Background: an optimization exercise with open tools, aiming at small area. Do not read the settings as production practice.
The RTL was checked by simulation tests, not by an equivalence proof against the original design.
The flow treats the clock pin as an ideal source. Dropping or thinning the clock tree relies on that and would not hold on a real chip.
Power is estimated from default activity; no workload was simulated.

ember:
==> flow/design.v <==
module Prescaler (clk_in, rst, tick_1Hz, tick_c, even);
input clk_in;
input rst;
output tick_1Hz;
output tick_c;
output even;
reg [14:0] pre;
wire [15:0] c;
assign c[0] = 1'b1;
genvar i;
generate for (i = 0; i < 15; i = i + 1) begin : g
	assign c[i+1] = c[i] & pre[i];
end endgenerate
always @(posedge clk_in)
	if (~rst) pre <= 15'h4000;
	else pre <= pre ^ c[14:0];
assign tick_1Hz = c[15];
assign tick_c = ~pre[2] & pre[1] & pre[0];    
assign even = ~pre[0];
endmodule
module Refresh (CLK_IN, RST, even, tick);
input CLK_IN;
input RST;
input even;
output tick;
reg [7:0] sr;
wire last = sr[0] & sr[1] & sr[3] & sr[6] & sr[7];
wire load = ~RST | last;
always @(posedge CLK_IN)
	if (load) sr <= 8'h03;
	else sr <= {sr[6:0], sr[4] ^ sr[7]};
assign tick = last & even;
endmodule
module Mux_Display (CLK_IN, RST, EN, S_HM, s0, s1, m0, m1, h0, h1, DISPLAY, EN_1, EN_2, EN_3, EN_4);
input CLK_IN;
input RST;
input EN;
input S_HM;
input [3:0] s0, m0, h0;
input [2:0] s1, m1;
input [1:0] h1;
output [6:0] DISPLAY;
output EN_1, EN_2, EN_3, EN_4;
reg [1:0] t;
reg [3:0] dig;
wire [1:0] cnt = (t == 2'd0) ? 2'd1 : (t == 2'd1) ? 2'd3 : (t == 2'd2 && dig[3]) ? 2'd2 : 2'd0;
reg [1:0] t_n;
reg [3:0] dig_n;
always @(*) begin
	if (~S_HM) begin
		if (cnt == 2'd0) begin t_n = 2'd0; dig_n = s0; end
		else             begin t_n = 2'd2; dig_n = {1'b0, s1}; end
	end else begin
		case (cnt)
			2'd0: begin t_n = 2'd0; dig_n = m0; end
			2'd1: begin t_n = 2'd2; dig_n = {1'b1, m1}; end
			2'd2: begin t_n = 2'd1; dig_n = h0; end
			default: begin t_n = 2'd3; dig_n = {2'b0, h1}; end
		endcase
	end
end
always @(posedge CLK_IN) begin
	if (~RST) begin
		t <= 2'd3;
		dig <= 4'd8;
	end else if (EN) begin
		t <= t_n;
		dig <= dig_n;
	end
end
wire blank = (t == 2'd3) & dig[3];
Display ds1 (.dig({dig[3] & ~t[1], dig[2:0]}), .blank(blank), .seg(DISPLAY));
assign EN_1 = ~(t == 2'd0);
assign EN_2 = ~(t == 2'd2);
assign EN_3 = ~(t == 2'd1);
assign EN_4 = ~((t == 2'd3) & ~dig[3]);
endmodule
module Timekeeper (CLK_IN, RST, tick, s0, s1, m0, m1, h0, h1);
input CLK_IN;
input RST;
input tick;
output reg [3:0] s0, m0, h0;
output reg [2:0] s1, m1;
output reg [1:0] h1;
wire c1 = tick & s0[3] & s0[0];           
wire c2 = c1 & s1[2] & s1[0];             
wire c3 = c2 & m0[3] & m0[0];             
wire c4 = c3 & m1[2] & m1[0];             
wire mid = c4 & h1[1] & h0[1] & h0[0];    
wire c5 = c4 & h0[3] & h0[0];             
wire clr = ~RST | mid;
always @(posedge CLK_IN) begin
	if (clr) begin
		s0 <= 0; s1 <= 0; m0 <= 0; m1 <= 0; h0 <= 0; h1 <= 0;
	end else begin
		if (tick) s0 <= c1 ? 4'd0 : s0 + 1'b1;
		if (c1) s1 <= c2 ? 3'd0 : s1 + 1'b1;
		if (c2) m0 <= c3 ? 4'd0 : m0 + 1'b1;
		if (c3) m1 <= c4 ? 3'd0 : m1 + 1'b1;
		if (c4) h0 <= c5 ? 4'd0 : h0 + 1'b1;
		if (c5) h1 <= h1 + 1'b1;
	end
end
endmodule
module Display (dig, blank, seg);
input [3:0] dig;
input blank;
output [6:0] seg;
wire [6:0] s =
	(dig == 4'd0) ? 7'b1000000 :
	(dig == 4'd1) ? 7'b1111001 :
	(dig == 4'd2) ? 7'b0100100 :
	(dig == 4'd3) ? 7'b0110000 :
	(dig == 4'd4) ? 7'b0011001 :
	(dig == 4'd5) ? 7'b0010010 :
	(dig == 4'd6) ? 7'b0000010 :
	(dig == 4'd7) ? 7'b1111000 :
	(dig == 4'd8) ? 7'b0000000 : 7'b0010000;
assign seg = blank ? 7'b1111111 : s;
endmodule
module Watch (CLK_IN, RST, N_F, S_HM, DISPLAY, DISPLAY_EN1, DISPLAY_EN2, DISPLAY_EN3, DISPLAY_EN4);
input 			CLK_IN;
input 			S_HM;
input 			N_F;
input 			RST;
output [6:0] 	DISPLAY;
output 		 	DISPLAY_EN1;
output 		 	DISPLAY_EN2;
output 		 	DISPLAY_EN3;
output 		 	DISPLAY_EN4;
wire tick_1hz, tick_fast, even, ref_tick;
wire [3:0] s0, m0, h0;
wire [2:0] s1, m1;
wire [1:0] h1;
Prescaler pr1 (.clk_in(CLK_IN), .rst(RST), .tick_1Hz(tick_1hz), .tick_c(tick_fast), .even(even));
Refresh rf1 (.CLK_IN(CLK_IN), .RST(RST), .even(even), .tick(ref_tick));
Timekeeper tk1 (.CLK_IN(CLK_IN), .RST(RST), .tick(N_F ? tick_1hz : tick_fast),
	.s0(s0), .s1(s1), .m0(m0), .m1(m1), .h0(h0), .h1(h1));
Mux_Display mx2 (.CLK_IN(CLK_IN), .RST(RST), .EN(ref_tick), .S_HM(S_HM),
	.s0(s0), .s1(s1), .m0(m0), .m1(m1), .h0(h0), .h1(h1),
	.DISPLAY(DISPLAY), .EN_1(DISPLAY_EN1), .EN_2(DISPLAY_EN2), .EN_3(DISPLAY_EN3), .EN_4(DISPLAY_EN4));
endmodule
==> flow/config.mk <==
export PLATFORM = sky130hd
export DESIGN_NAME = Watch
export DESIGN_NICKNAME = Watch
export VERILOG_FILES = /design/flow/design.v
export SDC_FILE = /design/flow/constraint.sdc
export NUM_CORES = 4
export LEC_CHECK = 0
export ABC_AREA = 1
export CAP_MARGIN = 20
export CORE_MARGIN = 2
export CORE_UTILIZATION = 40
export PLACE_DENSITY = 0.6
export SLEW_MARGIN = 20
==> flow/constraint.sdc <==
create_clock -name core_clock -period 10.0 [get_ports {CLK_IN}]
set_input_delay 2.0000 -clock core_clock [delete_from_list [all_inputs] [get_ports {CLK_IN}]]
set_output_delay 2.0000 -clock core_clock [all_outputs]
set_load 0.01 [all_outputs]
standard.sh (not shown) runs the stock make flow with config.mk's settings and CLKGATE_MAP_FILE= SYNTH_SCRIPT=/design/flow/synth_recipe.tcl, a recipe that flattens the netlist after the stock synthesis.
==> flow/flow/run.sh <==
#!/bin/bash
set -euo pipefail
here=$(pwd)
rm -rf "$here/scripts_area"
cp -r "$FLOW_HOME/scripts" "$here/scripts_area"
cp "$here/flow/abc_area.script" "$here/scripts_area/abc_area.script"
bash standard.sh SCRIPTS_DIR="$here/scripts_area" ADDER_MAP_FILE= synth > "$here/synth.log" 2>&1
knobs=(BUFFER_PORTS_ARGS="-buffer_cell sky130_fd_sc_hd__buf_1" CTS_ARGS="$(cat "$here/flow/cts_args")")
bash standard.sh "${knobs[@]}" cts > "$here/layout_to_cts.log" 2>&1
res="$here/orfs/results/$FLOW_PLATFORM/Watch/base"
IN_DB="$res/4_cts.odb" OUT_DB="$res/4_cts_unrooted.odb" CLK_PORT=CLK_IN \
  openroad -no_init -exit "$here/flow/unroot.tcl" > "$here/unroot.log" 2>&1
mv "$res/4_cts_unrooted.odb" "$res/4_cts.odb"
bash standard.sh "${knobs[@]}" > "$here/layout_from_cts.log" 2>&1
==> flow/flow/abc_area.script <==
strash
dch -f
map -a
mfs2
amap
topo
==> flow/flow/cts_args <==
-sink_clustering_enable -repair_clock_nets -dont_use_dummy_load -buf_list sky130_fd_sc_hd__clkbuf_8
==> flow/flow/unroot.tcl <==
read_db $::env(IN_DB)
set block [ord::get_db_block]
set clk [$block findNet $::env(CLK_PORT)]
set loads {}
foreach it [$clk getITerms] { lappend loads $it }
if {[llength $loads] != 1} { puts "UNROOT: clock port has [llength $loads] loads, left as is"; write_db $::env(OUT_DB); exit }
set root [[lindex $loads 0] getInst]
set master [[$root getMaster] getName]
if {![string match "*clkbuf*" $master]} { puts "UNROOT: root is $master, left as is"; write_db $::env(OUT_DB); exit }
set out_net ""
foreach it [$root getITerms] {
  if {[$it isOutputSignal]} { set out_net [$it getNet] }
}
set leaves {}
foreach it [$out_net getITerms] {
  if {[$it getInst] != $root} { lappend leaves $it }
}
set ok 1
foreach it $leaves {
  if {![string match "*clkbuf*" [[[$it getInst] getMaster] getName]]} { set ok 0 }
}
if {!$ok || [llength $leaves] > 4} { puts "UNROOT: [llength $leaves] loads after the root, left as is"; write_db $::env(OUT_DB); exit }
foreach it $leaves {
  $it disconnect
  $it connect $clk
}
puts "UNROOT: removed root [$root getName] ($master), [llength $leaves] leaf buffers on the clock port"
odb::dbInst_destroy $root
odb::dbNet_destroy $out_net
write_db $::env(OUT_DB)
Per the final summary, ember finished and its layout is clean on timing, DRC and antenna.
## Diff of input files: indigo against ember
==> flow/flow/run.sh <==
#!/bin/bash
# Own flow: the standard layout, with an area-only ABC mapping script for the
# combinational logic and single-strength port buffers.
set -euo pipefail
here=$(pwd)
rm -rf "$here/scripts_area"
cp -r "$FLOW_HOME/scripts" "$here/scripts_area"
cp "$here/flow/abc_area.script" "$here/scripts_area/abc_area.script"
bash standard.sh SCRIPTS_DIR="$here/scripts_area" ADDER_MAP_FILE= synth > "$here/synth.log" 2>&1
bash standard.sh BUFFER_PORTS_ARGS="-buffer_cell sky130_fd_sc_hd__buf_1" CTS_ARGS="$(cat "$here/flow/cts_args")" > "$here/layout.log" 2>&1
removed: flow/flow/unroot.tcl
==> run summary <==
indigo vs ember, instance count: indigo higher
Sequential share of layout area, indigo and ember: lower on indigo
indigo vs ember: routed wirelength normalized by instance count up slightly
Power: indigo > ember
Re remaining max-slew budget at the tightest pin: indigo is 1.2 points up on ember.
Total of clock buffers placed in the layout: indigo and ember compared, lower one is ember
Summary of indigo over ember: cell area saw an increase; peak per-stage delay on the critical path lower; worst-case setup margin in the final layout rose by 160 ps.

## what the ideal ports hide
The results above use ideal ports. As a check the final layouts listed here were re-extracted and re-timed, cells and wires unchanged. Step 1: set_driving_cell puts a clkbuf_16 on CLK_IN and a buf_2 on each other input, an assumption about the parent block. Step 2 adds t to the input delays and takes it off the output delays; t is the mean of the earliest and latest rising clock arrival at the registers after step 1. Input paths then give back, and output paths get back, about the clock's delay inside the block. a / b / c = no drivers / after step 1 / after step 2; a / b = the first two.
| run | t, ns | slack for setup (ns) | worst slew at a driven data input, ns |
|---|---|---|---|
| ember | 0.189 | 5.260 / 5.289 / 5.100 | 0.04 |
| indigo | 0.314 | 5.422 / 5.427 / 5.113 | 0.04 |
After both steps every run listed still meets setup and hold. The setup slack of indigo, which loses most, moves by +0.005 ns with the drivers and by -0.309 ns with both steps.
